This is an optimization exercise on Yosys and OpenROAD, whose aim is small area, a short achievable clock period and few clock cycles per item, not a production implementation.
The RTL was checked by simulation tests, not by an equivalence proof against the original design.
Power is estimated from default activity; no workload was simulated.

==> design/flow/design.v <==
module mult(
	input clk, rst, start, in_is_signed,
	input[31:0] in_a, in_b,
        output mult_status,
	output reg[63:0] s);
	reg status,is_signed;
	localparam STATUS_GOING = 1'b1;	 
	localparam STATUS_FINISH = 1'b0;
	reg[4:0] state;
	reg [31:0] a;
        reg [31:0] b;
        reg [31:0] newb, newa;
	reg [63:0] acc;
	assign mult_status = status;
	always@(*)
	begin
	acc = s;
	newa = a;
	newb = b;
	if(is_signed == 0) begin
			if(state == 5'b00000) begin
				if(a[0] == 1) begin
			   		acc = b;
				end
				else begin
					acc = 0;
				end
			end
			if(state == 5'b00001) begin
				if(a[1] == 1) begin
			   		acc = acc + (b << 1);
				end
			end
			if(state == 5'b00010) begin
				if(a[2] == 1) begin
			   		acc = acc + (b << 2);
				end
			end
			if(state == 5'b00011) begin
				if(a[3] == 1) begin
			   		acc = acc + (b << 3);
				end
			end
			if(state == 5'b00100) begin
				if(a[4] == 1) begin
			   		acc = acc + (b << 4);
				end
			end
			if(state == 5'b00101) begin
				if(a[5] == 1) begin
			   		acc = acc + (b << 5);
				end
			end
			if(state == 5'b00110) begin
				if(a[6] == 1) begin
			   		acc = acc + (b << 6);
				end
			end
			if(state == 5'b00111) begin
				if(a[7] == 1) begin
			   		acc = acc + (b << 7);
				end
			end
			if(state == 5'b01000) begin
				if(a[8] == 1) begin
			   		acc = acc + (b << 8);
				end
			end
			if(state == 5'b01001) begin
				if(a[9] == 1) begin
			   		acc = acc + (b << 9);
				end
			end
			if(state == 5'b01010) begin
				if(a[10] == 1) begin
			   		acc = acc + (b << 10);
				end
			end
			if(state == 5'b01011) begin
				if(a[11] == 1) begin
			   		acc = acc + (b << 11);
				end
			end
			if(state == 5'b01100) begin
				if(a[12] == 1) begin
			   		acc = acc + (b << 12);
				end
			end
			if(state == 5'b01101) begin
				if(a[13] == 1) begin
			   		acc = acc + (b << 13);
				end
			end
			if(state == 5'b01110) begin
				if(a[14] == 1) begin
			   		acc = acc + (b << 14);
				end
			end
			if(state == 5'b01111) begin
				if(a[15] == 1) begin
			   		acc = acc + (b << 15);
				end
			end
			if(state == 5'b10000) begin
				if(a[16] == 1) begin
			   		acc = acc + (b << 16);
				end
			end
			if(state == 5'b10001) begin
				if(a[17] == 1) begin
			   		acc = acc + (b << 17);
				end
			end
			if(state == 5'b10010) begin
				if(a[18] == 1) begin
			   		acc = acc + (b << 18);
				end
			end
			if(state == 5'b10011) begin
				if(a[19] == 1) begin
			   		acc = acc + (b << 19);
				end
			end
			if(state == 5'b10100) begin
				if(a[20] == 1) begin
			   		acc = acc + (b << 20);
				end
			end
			if(state == 5'b10101) begin
				if(a[21] == 1) begin
			   		acc = acc + (b << 21);
				end
			end
			if(state == 5'b10110) begin
				if(a[22] == 1) begin
			   		acc = acc + (b << 22);
				end
			end
			if(state == 5'b10111) begin
				if(a[23] == 1) begin
			   		acc = acc + (b << 23);
				end
			end
			if(state == 5'b11000) begin
				if(a[24] == 1) begin
			   		acc = acc + (b << 24);
				end
			end
			if(state == 5'b11001) begin
				if(a[25] == 1) begin
			   		acc = acc + (b << 25);
				end
			end
			if(state == 5'b11010) begin
				if(a[26] == 1) begin
			   		acc = acc + (b << 26);
				end
			end
			if(state == 5'b11011) begin
				if(a[27] == 1) begin
			   		acc = acc + (b << 27);
				end
			end
			if(state == 5'b11100) begin
				if(a[28] == 1) begin
			   		acc = acc + (b << 28);
				end
			end
			if(state == 5'b11101) begin
				if(a[29] == 1) begin
			   		acc = acc + (b << 29);
				end
			end
			if(state == 5'b11110) begin
				if(a[30] == 1) begin
			   		acc = acc + (b << 30);
				end
			end
		if(state == 5'b11111) begin
			if(a[31] == 1) begin
		   		acc = acc + (b << 31);
			end
		end
	end
	else begin
			if(b[31] == 1 && a[31] == 0) begin
				newb = ~b + 1;
				newa = a;
			end
			else if(a[31] == 1 && b[31] == 0) begin
				newa = ~a +1;
				newb = b;
			end
			else if(a[31] == 1 && b[31] == 1)begin
				newa = ~a+1;
				newb = ~b+1;
			end
			else begin
				newa = a;
				newb = b;
			end
			if(state == 5'b00000) begin
				if(newa[0] == 1) begin
			   		acc = newb;
				end
				else begin
					acc = 0;
				end
			end
			if(state == 5'b00001) begin
				if(newa[1] == 1) begin
			   		acc = acc + (newb << 1);
				end
			end
			if(state == 5'b00010) begin
				if(newa[2] == 1) begin
			   		acc = acc + (newb << 2);
				end
			end
			if(state == 5'b00011) begin
				if(newa[3] == 1) begin
			   		acc = acc + (newb << 3);
				end
			end
			if(state == 5'b00100) begin
				if(newa[4] == 1) begin
			   		acc = acc + (newb << 4);
				end
			end
			if(state == 5'b00101) begin
				if(newa[5] == 1) begin
			   		acc = acc + (newb << 5);
				end
			end
			if(state == 5'b00110) begin
				if(newa[6] == 1) begin
			   		acc = acc + (newb << 6);
				end
			end
			if(state == 5'b00111) begin
				if(newa[7] == 1) begin
			   		acc = acc + (newb << 7);
				end
			end
			if(state == 5'b01000) begin
				if(newa[8] == 1) begin
			   		acc = acc + (newb << 8);
				end
			end
			if(state == 5'b01001) begin
				if(newa[9] == 1) begin
			   		acc = acc + (newb << 9);
				end
			end
			if(state == 5'b01010) begin
				if(newa[10] == 1) begin
			   		acc = acc + (newb << 10);
				end
			end
			if(state == 5'b01011) begin
				if(newa[11] == 1) begin
			   		acc = acc + (newb << 11);
				end
			end
			if(state == 5'b01100) begin
				if(newa[12] == 1) begin
			   		acc = acc + (newb << 12);
				end
			end
			if(state == 5'b01101) begin
				if(newa[13] == 1) begin
			   		acc = acc + (newb << 13);
				end
			end
			if(state == 5'b01110) begin
				if(newa[14] == 1) begin
			   		acc = acc + (newb << 14);
				end
			end
			if(state == 5'b01111) begin
				if(newa[15] == 1) begin
			   		acc = acc + (newb << 15);
				end
			end
			if(state == 5'b10000) begin
				if(newa[16] == 1) begin
			   		acc = acc + (newb << 16);
				end
			end
			if(state == 5'b10001) begin
				if(newa[17] == 1) begin
			   		acc = acc + (newb << 17);
				end
			end
			if(state == 5'b10010) begin
				if(newa[18] == 1) begin
			   		acc = acc + (newb << 18);
				end
			end
			if(state == 5'b10011) begin
				if(newa[19] == 1) begin
			   		acc = acc + (newb << 19);
				end
			end
			if(state == 5'b10100) begin
				if(newa[20] == 1) begin
			   		acc = acc + (newb << 20);
				end
			end
			if(state == 5'b10101) begin
				if(newa[21] == 1) begin
			   		acc = acc + (newb << 21);
				end
			end
			if(state == 5'b10110) begin
				if(newa[22] == 1) begin
			   		acc = acc + (newb << 22);
				end
			end
			if(state == 5'b10111) begin
				if(newa[23] == 1) begin
			   		acc = acc + (newb << 23);
				end
			end
			if(state == 5'b11000) begin
				if(newa[24] == 1) begin
			   		acc = acc + (newb << 24);
				end
			end
			if(state == 5'b11001) begin
				if(newa[25] == 1) begin
			   		acc = acc + (newb << 25);
				end
			end
			if(state == 5'b11010) begin
				if(newa[26] == 1) begin
			   		acc = acc + (newb << 26);
				end
			end
			if(state == 5'b11011) begin
				if(newa[27] == 1) begin
			   		acc = acc + (newb << 27);
				end
			end
			if(state == 5'b11100) begin
				if(newa[28] == 1) begin
			   		acc = acc + (newb << 28);
				end
			end
			if(state == 5'b11101) begin
				if(newa[29] == 1) begin
			   		acc = acc + (newb << 29);
				end
			end
			if(state == 5'b11110) begin
				if(newa[30] == 1) begin
			   		acc = acc + (newb << 30);
				end
			end
		if(state == 5'b11111) begin
			if(newa[31] == 1) begin
		   		acc = acc + (newb << 31);
			end
			if(a[31] != b[31]) begin
				acc = ~acc+1;	 
			end
		end
	end
	end
	always@(posedge clk)
	begin
	if(rst) begin
		status <= STATUS_FINISH;
		state <= 5'b0;
	end
	else if(status == STATUS_FINISH) begin
		if(start) begin
			is_signed <= in_is_signed;
			status <= STATUS_GOING;
			state <= 5'b0;
			a <= in_a;
			b <= in_b;
		end
	end
	else begin
		s <= acc;
		if(state == 5'b11111)
			status <= STATUS_FINISH;	 
		state <= state + 1;		 
	end
	end
endmodule
==> design/flow/run.sh <==
#!/bin/bash
# synth_recipe.tcl (not shown) runs the flow's synth.tcl, then flattens the netlist and writes it again
# the make line also repeats each setting of config.mk as NAME=value (left out here)
make -C /OpenROAD-flow-scripts/flow DESIGN_CONFIG=/design/flow/config.mk WORK_HOME=/design/flow/orfs CLKGATE_MAP_FILE= SYNTH_SCRIPT=/design/flow/synth_recipe.tcl finish
==> design/flow/config.mk <==
export PLATFORM = sky130hd
export DESIGN_NAME = mult
export DESIGN_NICKNAME = mult
export VERILOG_FILES = /design/flow/design.v
export SDC_FILE = /design/flow/constraint.sdc
export NUM_CORES = 4
export LEC_CHECK = 0
export CAP_MARGIN = 20
export CORE_MARGIN = 2
export CORE_UTILIZATION = 40
export SLEW_MARGIN = 20
==> design/flow/constraint.sdc <==
create_clock -name core_clock -period 50.0 [get_ports {clk}]
set_input_delay 10.0000 -clock core_clock [delete_from_list [all_inputs] [get_ports {clk}]]
set_output_delay 10.0000 -clock core_clock [all_outputs]
set_load 0.01 [all_outputs]
==> impl_metrics.csv <==
group,metric,value,unit
outcome,status,"complete, no violations",
final_layout,layout.nets,22760,
global_route,grt_max_degree,92,
die,initial_core_util,0.4011,
power,powerDensity,18.91,nW/um2
yosys,synth_fa_ha_area_frac,0.1842,
placed_design,portBuffers,132,
final_layout,fillers,37450,
critical_path,critical_path_arrival,46.82,ns
clocking,cts_tree,"built",
critical_path,critPathBufInv,20,
detailed_routing,routed_wl,533.2,mm
power,p_seq_frac,0.053,
worst_hold_path,holdCritStartpoint,"state[0]",
critical_path,setup.worst_path.start_class,"register",
timing,fin_crit_sh,0.9309,
clocking,cts-buffers-inserted,17,
timing,worstMarginPinSlew,1.389,ns
timing,hold-worst-slack,0.6215,ns
detailed_routing,drc_errors,0,
critical_path,worstSetupStartpoint,"state[1]",
power,vdd_drop_max,0.03646,mV
die,die_h,600.7,um
yosys,yosysWarnings,1,
power,power_switching_share,0.5547,
worst_hold_path,hold_class,"reg -> reg",
yosys,yosysMostFrequentCell,"a21oi_1",
power,internal_power,1272,uW
clocking,clkLatencyLatePin,0.55,ns
yosys,synthFlopType,"edfxtp_1",
global_route,grt_pass1_wl,809.4,mm
clocking,cts_buffer_depth,2,
power,comb_power_share,0.898,
timing,rsz0062_at_grt,"false",
timing,fin_ws,3.454,ns
clocking,hold_buffers,0,
timing,max_freq,21.48,MHz
yosys,synthTopCellsByArea,"ha_1 18%, xnor2_1 11%, a21oi_1 7.8%",
global_route,antenna_found_initial,34,
yosys,synth_cells,20750,
yosys,synthXorXnorAreaFrac,0.1491,
die,core,355100,um2
critical_path,cpPeakStageDelay,0.65,ns
critical_path,crit_required,50.27,ns
clocking,cts-root-buf,"clkbuf_16",
detailed_routing,dr.first_iter.drc_count,12870,
critical_path,cp-end-kind,"register",
clocking,path_clk_slew,0.09,ns
job,cap_violations,0,
yosys,netlist.area_leader.share,0.1753,
clocking,cts_sinks,135,
die,rows,219,
global_route,grt_pass1_vias,139400,
power,switchingPower,1584,uW
yosys,synth_seq_area_share,0.02804,
detailed_routing,drt_first_pass_iters,6,
placed_design,gp_congestion,1.042,
yosys,synthMuxAreaShare,0.04764,
final_layout,syn_to_final_growth,6.007,%
global_route,grt_overflow,0,
timing,slew_headroom,0.07411,
critical_path,crit_type,"reg -> reg",
critical_path,timing.critical_path.max_delay_family,"compound AO/OA/AOI/OAI gates",
yosys,ys_ff_latch,135,
power,clock_power_share,0.049,
critical_path,worst_path_max_delay_cell,"or4b_4",
critical_path,critical_path_peak_fanout,47,
detailed_routing,wire_per_inst,20.96,um
die,die_area,360900,um2
timing,setup_violations,0,
yosys,yosys.area_share.simple,0.2205,
placed_design,dp_cells,25360,
detailed_routing,viasPerCell,6.004,
timing,slew_violations,0,
yosys,synth_edf_count,129,
placed_design,pre_cts_slack,1.633,ns
yosys,syn_area,142400,um2
die,die_x,600.7,um
yosys,synth_cell_types,148,
yosys,synth_top_family_by_area,"compound AO/OA/AOI/OAI gates",
yosys,synth_area_leader_cell,"ha_1",
timing,hold_violations,0,
yosys,synth_common_cells,"2229 x a21oi_1, 1996 x ha_1, 1838 x nor2_1",
detailed_routing,antenna_left,0,
critical_path,r2r_start,"state[1]",
yosys,synth.avg_cell_area,6.865,um2
die,ios,133,
yosys,synth-compound-area-share,0.3187,
placed_design,hpwlAfterDp,434.5,mm
global_route,track_usage,0.2792,
timing,setup_tns,0,ns
timing,min_period,46.55,ns
yosys,syn_nets,22880,
clocking,htreeDepth,4,
critical_path,cpMostUsedCell,"ha_1",
detailed_routing,vias,152700,
power,p_leak,0.06533,uW
timing,fin_worst_skew,0.03362,ns
final_layout,fin_cells,25440,
final_layout,drive_above_1_share,0.06070,
yosys,synth-async-reset-ratio,0,
## cell families after synthesis
kind of cell	count (synthesis)
xor+xnor	2365
fa+ha+maj	2060
mux	623
compound gates	7175
simple gates	6450
buf+inv	1942
flops	135
## tightest hold or removal path: stages (launching register included)
cell and delay, ns:
dfxtp_1 0.38, mux2i_1 0.14, nor2_1 0.07
## power groups by stage
stage | combinational, uW | sequential (uW) | clock, uW
floorplan | 1960 | 150 | 0
global placement | 2470 | 152 | 0
detailed placement | 2500 | 152 | 0
CTS | 2520 | 149 | 141
global route | 2850 | 150 | 144
finish | 2560 | 151 | 140
## state kept, by name, summed over array words and instances (netlist names)
name / flops
a: 32
state: 5
is_signed: 1
s: 64
status: 1
b: 32
## worst paths after layout
check                  end  slack (ns)  cells after the start
hold reg to reg   state[0]        0.62                      2
setup / recovery     s[63]        3.45                    225
hold / removal    state[0]        0.62                      2
setup reg to reg     s[63]        3.45                    225
## layer usage
metal | up-vias | GRT usage | part of all wire | wire length, um
met5 | - | 0 | 0.000077 | 41
met4 | 6 | 0.1302 | 0.053 | 28400
met3 | 927 | 0.02622 | 0.066 | 35330
met2 | 4833 | 0.4651 | 0.45 | 240500
met1 | 71400 | 0.3615 | 0.43 | 228900
li1 | 75560 | - | - | -
## through the flow
stage | utilization | instance area [um2] | total power (uW)
finish | 0.4252 | 151000 | 2855
floorplan | - | 142400 | 2114
detailed placement | 0.4227 | 150100 | 2655
global placement | 0.4227 | 150100 | 2622
CTS | 0.4243 | 150700 | 2813
global route | 0.4251 | 150900 | 3142
## area by class of cell
| class | count | area, um2 | share of cell area |
|---|---|---|---|
| tap | 4751 | 5944 | 0.03937 |
| multi-input combinational | 18680 | 131700 | 0.8721 |
| clock buffer | 18 | 429.2 | 0.002842 |
| timing repair buffer | 418 | 3516 | 0.02328 |
| inverter | 1385 | 5200 | 0.03444 |
| sequential | 135 | 3994 | 0.02645 |
| clock inverter | 13 | 121.4 | 0.0008038 |
| antenna | 42 | 105.1 | 0.0006961 |
## layout by cell type (no fill, tap or decap), types with 62 or more instances in the layout
master	n
mux2i_1	182
a211o_1	73
or2_2	121
mux2_2	438
a21o_1	498
o31ai_1	185
fa_1	62
nor2_1	1826
a21boi_0	160
nand4_1	168
o21ai_0	1582
xor2_1	531
nand3_1	419
edfxtp_1	129
a31oi_1	141
nand2b_1	283
a211oi_1	191
o21bai_1	662
o21a_1	508
nor3_1	531
clkdlybuf4s50_1	132
or4_1	65
nor4_1	158
and2_1	181
xnor2_1	1749
a21oi_1	2220
ha_1	1996
nor2b_1	270
o21ai_1	63
or3_1	202
and3_1	176
inv_1	1370
buf_4	279
nand2_1	1658
o211ai_1	145
## repair_timing
action,4_1_cts,5_1_grt
buffers inserted,0,2
gates resized for setup,0,44
endpoints found under the setup margin,0,6
Testbench counts, summed over its fixed seeds: cycles 105,600, items 3,200.

port drivers added, routing unchanged:
Ports are ideal in the flow. The routed layout listed here was re-timed in OpenROAD. Step 1, drivers: a clkbuf_16 drives clk and a buf_2 each remaining input, both assumed. Step 2 adds t to the input delays and takes it off the output delays; t is the mean of the earliest and latest rising clock arrival at the registers after step 1. Input paths then give back, and output paths get back, about the clock's delay inside the block. Slacks: no drivers / after step 1 / after step 2; pairs: no drivers / after step 1.
t (ns): 0.597
slack for setup (ns): 3.454 / 3.454 / 3.454
worst setup path after step 2: register to register
cell pins on the clock port's net: 1
After both steps this run still meets setup and hold. The setup slack of this run moves by 0.000 ns with the drivers and by 0.000 ns with both steps.
